Source: an optimization exercise on an open RTL-to-GDS flow (aim: small area and a short achievable clock period). Production flows keep margins and buffers that such runs may drop.
RTL that was checked went through simulation tests only; none was proved equivalent to the original.
The clock input has no modelled driver; a real chip could not lean on it and would need a root buffer or a full tree.
Power and IR drop assume default switching activity.

==> flow/design.v (excerpt) <==
module Viterbi_Decoder(
    input [1:0] encoded_signal,
    input clk,
    input reset,
    output wire decoded_signal
);
==> flow/config.mk <==
export PLATFORM = sky130hd
export DESIGN_NAME = Viterbi_Decoder
export DESIGN_NICKNAME = Viterbi_Decoder
export VERILOG_FILES = /design/flow/design.v
export SDC_FILE = /design/flow/constraint.sdc
export NUM_CORES = 4
export LEC_CHECK = 0
export CAP_MARGIN = 20
export CORE_MARGIN = 2
export CORE_UTILIZATION = 40
export SLEW_MARGIN = 20
export SYNTH_HIERARCHICAL = 1
export SYNTH_MINIMUM_KEEP_SIZE = 0
==> flow/constraint.sdc <==
create_clock -name core_clock -period 10.0 [get_ports {clk}]
set_input_delay 2.0000 -clock core_clock [delete_from_list [all_inputs] [get_ports {clk}]]
set_output_delay 2.0000 -clock core_clock [all_outputs]
set_load 0.01 [all_outputs]
standard.sh (not shown) runs the stock make flow with config.mk's settings and CLKGATE_MAP_FILE= SYNTH_SCRIPT=/design/flow/synth_recipe.tcl, a recipe that flattens the netlist after the stock synthesis.
==> flow/flow/run.sh <==
#!/bin/bash
# The standard layout (the standard.sh, unchanged synthesis), with two
# optimisation knobs: port buffers of a normal buffer cell instead of the
# delay cell buffer_ports picks by default, and a setup margin so that the
# resizer's repair works towards a shorter period than the 10 ns constraint.
# The constraints (constraint.sdc) are not changed.
set -euo pipefail
bash standard.sh \
  "BUFFER_PORTS_ARGS=-buffer_cell sky130_fd_sc_hd__buf_2" \
  SETUP_SLACK_MARGIN=${MARGIN:-7.2} \
  ABC_LOAD_IN_FF=1 \
  "CTS_ARGS=-sink_clustering_enable -sink_clustering_size 60 -sink_clustering_max_diameter 500 -sink_clustering_levels 1 -buf_list sky130_fd_sc_hd__clkbuf_8 -root_buf sky130_fd_sc_hd__clkbuf_8 -sink_buffer_max_cap_derate 1.0 -repair_clock_nets" \
  finish > make_finish.log 2>&1
The first run went through all stages and came out clean.
Next try:
--- a/flow/flow/run.sh
+++ b/flow/flow/run.sh
@@ -8,0 +9 @@
+  "POST_CTS_TCL=$PWD/flow/flat_clock.tcl" \
@@ -12 +13 @@
-  "CTS_ARGS=-sink_clustering_enable -sink_clustering_size 60 -sink_clustering_max_diameter 500 -sink_clustering_levels 1 -buf_list sky130_fd_sc_hd__clkbuf_8 -root_buf sky130_fd_sc_hd__clkbuf_8 -sink_buffer_max_cap_derate 1.0 -repair_clock_nets" \
+  "CTS_ARGS=-sink_clustering_enable -repair_clock_nets -dont_use_dummy_load" \
==> flow/flow/flat_clock.tcl (new file) <==
set block [ord::get_db_block]
set clkport_net [$block findNet clk]
set root ""
foreach it [$clkport_net getITerms] {
  if {[$it isInputSignal]} { set root [$it getInst] }
}
if {$root eq ""} { error "flat_clock: no root clock buffer" }
set rootin ""; set rootout ""
foreach it [$root getITerms] {
  if {[$it isInputSignal]} { set rootin $it }
  if {[$it isOutputSignal]} { set rootout [$it getNet] }
}
set leaves {}
set other 0
foreach it [$rootout getITerms] {
  set inst [$it getInst]
  if {$inst eq $root} continue
  if {[string match "sky130_fd_sc_hd__clkbuf*" [[$inst getMaster] getName]]} {
    lappend leaves $it
  } else {
    incr other
  }
}
puts "flat_clock: root [$root getName], [llength $leaves] leaf buffers, $other other sinks"
if {$other == 0 && [llength $leaves] > 0 && [llength $leaves] <= 4} {
  foreach it $leaves {
    $it disconnect
    $it connect $clkport_net
  }
  $rootin disconnect
  foreach it [$root getITerms] { if {[$it isOutputSignal]} { $it disconnect } }
  odb::dbInst_destroy $root
  odb::dbNet_destroy $rootout
  detailed_placement
  estimate_parasitics -placement
} else {
  puts "flat_clock: tree left as it is"
}
Effect:
- worst setup slack degrades by 0.031 ns
- power shrinks by 13%
- sequential power barely changes
- die area is unchanged
- area after synthesis is unchanged
- combinational power is about the same
- non-clock buffer count grows by 7
- core utilization grows by 0.14 points
Next try:
--- a/flow/flow/run.sh
+++ b/flow/flow/run.sh
@@ -9 +8,0 @@
-  "POST_CTS_TCL=$PWD/flow/flat_clock.tcl" \
@@ -13 +11,0 @@
-  "CTS_ARGS=-sink_clustering_enable -repair_clock_nets -dont_use_dummy_load" \
removed: flow/flow/flat_clock.tcl
=> The new run produced a clean layout; synthesized area is unchanged; global-route usage rises by 0.81 points; die area stays the same; hold slack gains 0.014 ns; worst setup slack gains 0.031 ns; power rises by 15%; final cell count falls by about 1.2%; final area is about the same; non-clock buffer count falls by 7.
Next try:
--- a/flow/flow/run.sh
+++ b/flow/flow/run.sh
@@ -10 +10 @@
-  SETUP_SLACK_MARGIN=${MARGIN:-7.2} \
+  SETUP_SLACK_MARGIN=${MARGIN:-7.3} \
@@ -11,0 +12 @@
+  "CTS_ARGS=-sink_clustering_enable -repair_clock_nets -dont_use_dummy_load" \
Fmax grows by about 0.8%. Setup slack improves by 0.023 ns. Via count rises by about 0.64%. Critical path depth does not change. First-iteration DRC count stays the same. Synthesized cell count is unchanged. Utilization went down by 0.85 points. Register-to-register slack stays flat. Total power drops by about 10%.

Another version of the RTL of Viterbi_Decoder (not shown whole).
Size: roughly 250 cells after synthesis, roughly 52 flip-flops, roughly 5 I/O pins.
Settings: LEC_CHECK=0, CAP_MARGIN=20, CORE_MARGIN=2, CORE_UTILIZATION=40, SLEW_MARGIN=20, SYNTH_HIERARCHICAL=1, SYNTH_MINIMUM_KEEP_SIZE=0; clock period 10.0 ns.
==> flow/flow/run.sh <==
#!/bin/bash
# The standard layout (the standard.sh, unchanged synthesis), with two
# optimisation knobs: port buffers of a normal buffer cell instead of the
# delay cell buffer_ports picks by default, and a setup margin so that the
# resizer's repair works towards a shorter period than the 10 ns constraint.
# The constraints (constraint.sdc) are not changed.
set -euo pipefail
bash standard.sh \
  "BUFFER_PORTS_ARGS=-buffer_cell sky130_fd_sc_hd__buf_2" \
  SETUP_SLACK_MARGIN=${MARGIN:-7.2} \
  ABC_LOAD_IN_FF=1 \
  finish > make_finish.log 2>&1
The first run ran to the end with no violations.
Then changed:
--- a/flow/flow/run.sh
+++ b/flow/flow/run.sh
@@ -10 +10 @@
-  SETUP_SLACK_MARGIN=${MARGIN:-7.2} \
+  SETUP_SLACK_MARGIN=${MARGIN:-7.0} \
=> The new run produced a clean layout; clock-buffer cell count is lower by 1; global-route usage grows by 1.1 points; via count climbs by 2.0%; fmax goes down by 6.0%; power went up by 1.3%; setup slack degrades by 0.17 ns; area after synthesis is unchanged; worst hold slack gets worse by 0.0051 ns; die area does not change; wire length grows by 5.8%; flip-flop and latch count is unchanged.
Then changed:
--- a/flow/flow/run.sh
+++ b/flow/flow/run.sh
@@ -10 +10 @@
-  SETUP_SLACK_MARGIN=${MARGIN:-7.0} \
+  SETUP_SLACK_MARGIN=${MARGIN:-7.3} \
What happened:
- flip-flop and latch count is unchanged
- synthesized area does not change
- synthesized cell count is unchanged
- setup slack is better by 0.17 ns
- register-to-register slack is better by 0.07 ns
- sequential share of layout area is lower by 0.36 points
- design area is higher by about 1.1%
- routed wire length is lower by about 3%
- power hardly moves
- via count is higher by 1.0%
- die area is unchanged
Then changed:
--- a/flow/flow/run.sh
+++ b/flow/flow/run.sh
@@ -10 +10 @@
-  SETUP_SLACK_MARGIN=${MARGIN:-7.3} \
+  SETUP_SLACK_MARGIN=${MARGIN:-7.0} \
@@ -11,0 +12 @@
+  "CTS_ARGS=-sink_clustering_enable -sink_clustering_size 60 -sink_clustering_max_diameter 500 -repair_clock_nets -buf_list sky130_fd_sc_hd__clkbuf_16 -root_buf sky130_fd_sc_hd__clkbuf_16" \
=>
- The changed run produced a clean layout
- worst setup slack gets worse by 0.19 ns
- clock power is higher by 41%
- first-iteration DRC count is lower by 40%
- total power is higher by 7.8%
- sequential cell count does not change
- final cell count is higher by 0.88%
- global-route usage is higher by 1.3 points

## lane 4
Viterbi_Decoder, a different RTL version from the one above (not shown whole).
For scale: ~240 cells after synthesis, about 52 flip-flops, roughly 5 I/O pins, ~0.0022 mm2 of cells after synthesis.
Settings: LEC_CHECK=0, CAP_MARGIN=20, CORE_MARGIN=2, CORE_UTILIZATION=40, PLACE_DENSITY=0.7, SLEW_MARGIN=20, SYNTH_HIERARCHICAL=1, SYNTH_MINIMUM_KEEP_SIZE=0; clock period 10.0 ns.
==> flow/flow/run.sh <==
#!/bin/bash
# The standard layout (the standard.sh: the standard synthesis and ORFS
# flow, unchanged constraints), with these knobs passed to ORFS:
# - port buffers of a normal buffer cell instead of the delay cell that
#   buffer_ports picks by default (every port still gets its buffer);
# - a setup margin, so that the resizer's repair works towards a shorter
#   period than the 10 ns constraint;
# - ABC's output load for the per-module mapping set to 1 fF, so that the
#   small gate-sized modules keep their x1 cells;
# - clock tree synthesis with the default options plus -dont_use_dummy_load.
# All tool output goes to make_finish.log and ORFS's own logs under orfs/.
set -euo pipefail
bash standard.sh \
  "POST_CTS_TCL=$PWD/flow/flat_clock.tcl" \
  "BUFFER_PORTS_ARGS=-buffer_cell sky130_fd_sc_hd__buf_2" \
  SETUP_SLACK_MARGIN=${MARGIN:-7.30} \
  ABC_LOAD_IN_FF=1 \
  "CTS_ARGS=-sink_clustering_enable -repair_clock_nets -dont_use_dummy_load" \
  finish > make_finish.log 2>&1
==> flow/flow/flat_clock.tcl <==
set block [ord::get_db_block]
set clkport_net [$block findNet clk]
set root ""
foreach it [$clkport_net getITerms] {
  if {[$it isInputSignal]} { set root [$it getInst] }
}
if {$root eq ""} { error "flat_clock: no root clock buffer" }
set rootin ""; set rootout ""
foreach it [$root getITerms] {
  if {[$it isInputSignal]} { set rootin $it }
  if {[$it isOutputSignal]} { set rootout [$it getNet] }
}
set leaves {}
set other 0
foreach it [$rootout getITerms] {
  set inst [$it getInst]
  if {$inst eq $root} continue
  if {[string match "sky130_fd_sc_hd__clkbuf*" [[$inst getMaster] getName]]} {
    lappend leaves $it
  } else {
    incr other
  }
}
puts "flat_clock: root [$root getName], [llength $leaves] leaf buffers, $other other sinks"
if {$other == 0 && [llength $leaves] > 0 && [llength $leaves] <= 4} {
  foreach it $leaves {
    $it disconnect
    $it connect $clkport_net
  }
  $rootin disconnect
  foreach it [$root getITerms] { if {[$it isOutputSignal]} { $it disconnect } }
  odb::dbInst_destroy $root
  odb::dbNet_destroy $rootout
  detailed_placement
  estimate_parasitics -placement
} else {
  puts "flat_clock: tree left as it is"
}
Lane 4 was carried through to the last stage, and its layout satisfied the timing, design-rule and antenna checks.
The inputs of lane 3 differ from those of lane 4 as listed below.
--- a/flow/flow/run.sh
+++ b/flow/flow/run.sh
@@ -14 +13,0 @@
-  "POST_CTS_TCL=$PWD/flow/flat_clock.tcl" \
@@ -16 +15 @@
-  SETUP_SLACK_MARGIN=${MARGIN:-7.30} \
+  SETUP_SLACK_MARGIN=${MARGIN:-7.2} \
removed: flow/flow/flat_clock.tcl
## What came out
- Lane 3 | stages: all done | timing, DRC, antenna: all pass
- Lane 3 against lane 4: fraction of layout cells with a size suffix above 1 saw a decrease; layout-stage area growth over the synthesis result saw a decrease; fraction of power consumed by the clock network saw an increase; clock skew after layout saw an increase.
- In the tables for lane 3 and lane 4, sequential share of cell area reads higher with lane 3.
- Higher portion of total power attributed to sequential cells goes to lane 4 over lane 3.
- In lane 3, the internal reg-to-reg setup slack came out 0.03 ns above the value in lane 4.
- Fmax ends up lower on lane 3.

== fjord ==
Another version of the RTL of Viterbi_Decoder (not shown whole).
For scale: about 300 cells after synthesis, ~2800 sq um of cells after synthesis.
export LEC_CHECK = 0
export CAP_MARGIN = 20
export CORE_MARGIN = 2
export CORE_UTILIZATION = 40
export SLEW_MARGIN = 20
create_clock -name core_clock -period 10.0 [get_ports {clk}]
==> flow/flow/run.sh <==
#!/bin/bash
# The standard layout (the standard.sh, unchanged synthesis), with two
# optimisation knobs: port buffers of a normal buffer cell instead of the
# delay cell buffer_ports picks by default, and a setup margin so that the
# resizer's repair works towards a shorter period than the 10 ns constraint.
# The constraints (constraint.sdc) are not changed.
set -euo pipefail
bash standard.sh \
  "BUFFER_PORTS_ARGS=-buffer_cell sky130_fd_sc_hd__buf_2" \
  SETUP_SLACK_MARGIN=${MARGIN:-7.0} \
  finish > make_finish.log 2>&1
fjord closes out successfully: all stages finished, all timing, DRC and antenna checks passed.
### fjord -> sierra
diff --git a/flow/flow/run.sh b/flow/flow/run.sh
--- a/flow/flow/run.sh
+++ b/flow/flow/run.sh
@@ -10 +10 @@
-  SETUP_SLACK_MARGIN=${MARGIN:-7.0} \
+  SETUP_SLACK_MARGIN=${MARGIN:-7.5} \
--- outcome ---
- fjord and sierra ended up with nearly the same worst hold slack.
- Number of signal-net buffers in the layout, fjord and sierra, lower one = fjord.
- Library cell contributing the largest single delay on the critical path = sky130_fd_sc_hd__or3_4: fjord; library cell contributing the largest single delay on the critical path = sky130_fd_sc_hd__or3_1: sierra
- On global routing met3 resource utilization, sierra tracks fjord almost exactly.
- In sierra relative to fjord, fmax had gone up slightly.
- Against fjord as the reference, sierra delivers a higher headroom to the max-slew limit.
- sierra vs fjord — global-route wire length before repair climbed slightly
- After detailed routing, fjord needs less wire than sierra.
- sierra gives less final period demand of the worst path than fjord did.
No functional check of the RTL was part of any run of this note.

== red ==
Viterbi_Decoder with an RTL version that a note above also has.
Size: roughly 5 I/O pins, roughly 0.0022 mm² of cells after synthesis.
export LEC_CHECK = 0
export CAP_MARGIN = 20
export CORE_MARGIN = 2
export CORE_UTILIZATION = 40
export GPL_TIMING_DRIVEN = 0
export SLEW_MARGIN = 20
export SYNTH_HIERARCHICAL = 1
export SYNTH_MINIMUM_KEEP_SIZE = 0
create_clock -name core_clock -period 10.0 [get_ports {clk}]
==> flow/flow/run.sh <==
#!/bin/bash
# The standard layout (the standard.sh, unchanged synthesis), with two
# optimisation knobs: port buffers of a normal buffer cell instead of the
# delay cell buffer_ports picks by default, and a setup margin so that the
# resizer's repair works towards a shorter period than the 10 ns constraint.
# The constraints (constraint.sdc) are not changed.
set -euo pipefail
bash standard.sh \
  "BUFFER_PORTS_ARGS=-buffer_cell sky130_fd_sc_hd__buf_2" \
  SETUP_SLACK_MARGIN=${MARGIN:-7.2} \
  ABC_LOAD_IN_FF=1 \
  "CTS_ARGS=-sink_clustering_enable -repair_clock_nets -dont_use_dummy_load" \
  finish > make_finish.log 2>&1
Edits applied to the flow inputs when going from red to blue:
==> flow/flow/run.sh <==
#!/bin/bash
# The standard layout (the standard.sh: the standard synthesis and ORFS
# flow, unchanged constraints), with these knobs passed to ORFS:
# - port buffers of a normal buffer cell instead of the delay cell that
#   buffer_ports picks by default (every port still gets its buffer);
# - a setup margin, so that the resizer's repair works towards a shorter
#   period than the 10 ns constraint;
# - ABC's output load for the per-module mapping set to 1 fF, so that the
#   small gate-sized modules keep their x1 cells;
# - clock tree synthesis with the default options plus -dont_use_dummy_load.
# All tool output goes to make_finish.log and ORFS's own logs under orfs/.
set -euo pipefail
bash standard.sh \
  "BUFFER_PORTS_ARGS=-buffer_cell sky130_fd_sc_hd__buf_2" \
  SETUP_SLACK_MARGIN=${MARGIN:-7.25} \
  ABC_LOAD_IN_FF=1 \
  "CTS_ARGS=-sink_clustering_enable -repair_clock_nets -dont_use_dummy_load" \
  finish > make_finish.log 2>&1
-- flow/config.mk --
<<< red, line 11
export GPL_TIMING_DRIVEN = 0
>>> blue, line 11
export PLACE_DENSITY = 0.7
Results
Of blue and red, the lower register share of the cell area belongs to blue. red and blue ended up with roughly the same clock group total power. Maximum net fanout on the critical path, blue and red, higher one = red. blue — cell area 1.9% higher, red as reference. Looking at core occupancy in the finished layout, blue sits above red. Changes observed in blue relative to red: global-route usage lost 0.43 points, sequential-cell power consumption flat, via count of the first global-routing pass grew by 0.77%. The clock share of power number comes out lower for blue vs red. Against red as the reference, blue delivers a higher power after layout.
Input changes introduced in green (baseline for comparison: blue):
==> flow/flow/run.sh <==
#!/bin/bash
# The standard layout (the standard.sh, unchanged synthesis), with two
# optimisation knobs: port buffers of a normal buffer cell instead of the
# delay cell buffer_ports picks by default, and a setup margin so that the
# resizer's repair works towards a shorter period than the 10 ns constraint.
# The constraints (constraint.sdc) are not changed.
set -euo pipefail
bash standard.sh \
  "BUFFER_PORTS_ARGS=-buffer_cell sky130_fd_sc_hd__buf_2" \
  SETUP_SLACK_MARGIN=${MARGIN:-7.2} \
  ABC_LOAD_IN_FF=1 \
  "CTS_ARGS=-sink_clustering_enable -repair_clock_nets -dont_use_dummy_load" \
  finish > make_finish.log 2>&1
-- flow/config.mk --
<<< blue, line 10
export CORE_UTILIZATION = 40
>>> green, line 10
export CORE_UTILIZATION = 50
[summary]
- Status | green and blue | clean
- In the reports for green and blue, the larger leakage component of the power belongs to blue.
- Area of the die: green lower than blue
- Comparing area growth from synthesis to layout for green and blue, the bigger number came from blue.
- Taking blue as the reference, in green total power consumption of the routed design flat; first-pass GRT wire length up 5.5%; number of logic stages on the critical path including buffering flat; register fraction of the total cell area up 0.85 points.

what the ideal ports hide:
The flow's constraints put no driver on any port. The routed layouts listed below were extracted and timed again, unchanged, in two steps.
Step 1 assumes that a clkbuf_16 drives the clock port and a buf_2 every other input.
Step 2 moves the port delays by t, midway between the first and last clock arrival at a register: inputs arrive t later, outputs are due t later. That takes back most of the time a late clock gives input paths.
Three values: ideal, step 1, step 2; two values: the first two.
| run | t, ns | setup slack, ns | hold slack, ns |
|---|---|---|---|
| the first run of note 1 | 0.323 | 7.252 / 7.226 / 6.999 | 0.378 / 0.378 / 0.378 |
| the second run of note 1 | 0.189 | 7.222 / 7.250 / 7.062 | 0.365 / 0.365 / 0.365 |
| the third run of note 1 | 0.323 | 7.252 / 7.226 / 6.999 | 0.378 / 0.378 / 0.378 |
| the fourth run of note 1 | 0.318 | 7.275 / 7.249 / 7.046 | 0.351 / 0.351 / 0.351 |
| the first run of note 2 | 0.319 | 7.273 / 7.246 / 6.998 | 0.380 / 0.380 / 0.380 |
| the second run of note 2 | 0.340 | 7.099 / 7.109 / 6.769 | 0.375 / 0.375 / 0.375 |
| the third run of note 2 | 0.323 | 7.273 / 7.248 / 7.035 | 0.390 / 0.390 / 0.390 |
| the fourth run of note 2 | 0.322 | 7.086 / 7.100 / 6.778 | 0.367 / 0.367 / 0.367 |
| lane 4 | 0.184 | 7.315 / 7.339 / 7.154 | 0.399 / 0.399 / 0.399 |
| lane 3 | 0.309 | 7.280 / 7.257 / 6.978 | 0.387 / 0.387 / 0.387 |
| fjord | 0.328 | 6.990 / 6.972 / 6.644 | 0.433 / 0.433 / 0.433 |
| sierra | 0.328 | 7.040 / 7.030 / 6.702 | 0.431 / 0.431 / 0.431 |
| red | 0.321 | 7.258 / 7.253 / 6.947 | 0.357 / 0.357 / 0.357 |
| blue | 0.315 | 7.288 / 7.259 / 7.027 | 0.396 / 0.396 / 0.396 |
| green | 0.321 | 7.249 / 7.226 / 7.004 | 0.374 / 0.374 / 0.374 |
After both steps every run listed still meets setup and hold. For fjord, which loses most, drivers alone change the setup slack by -0.018 ns; drivers and shift together by -0.346 ns.
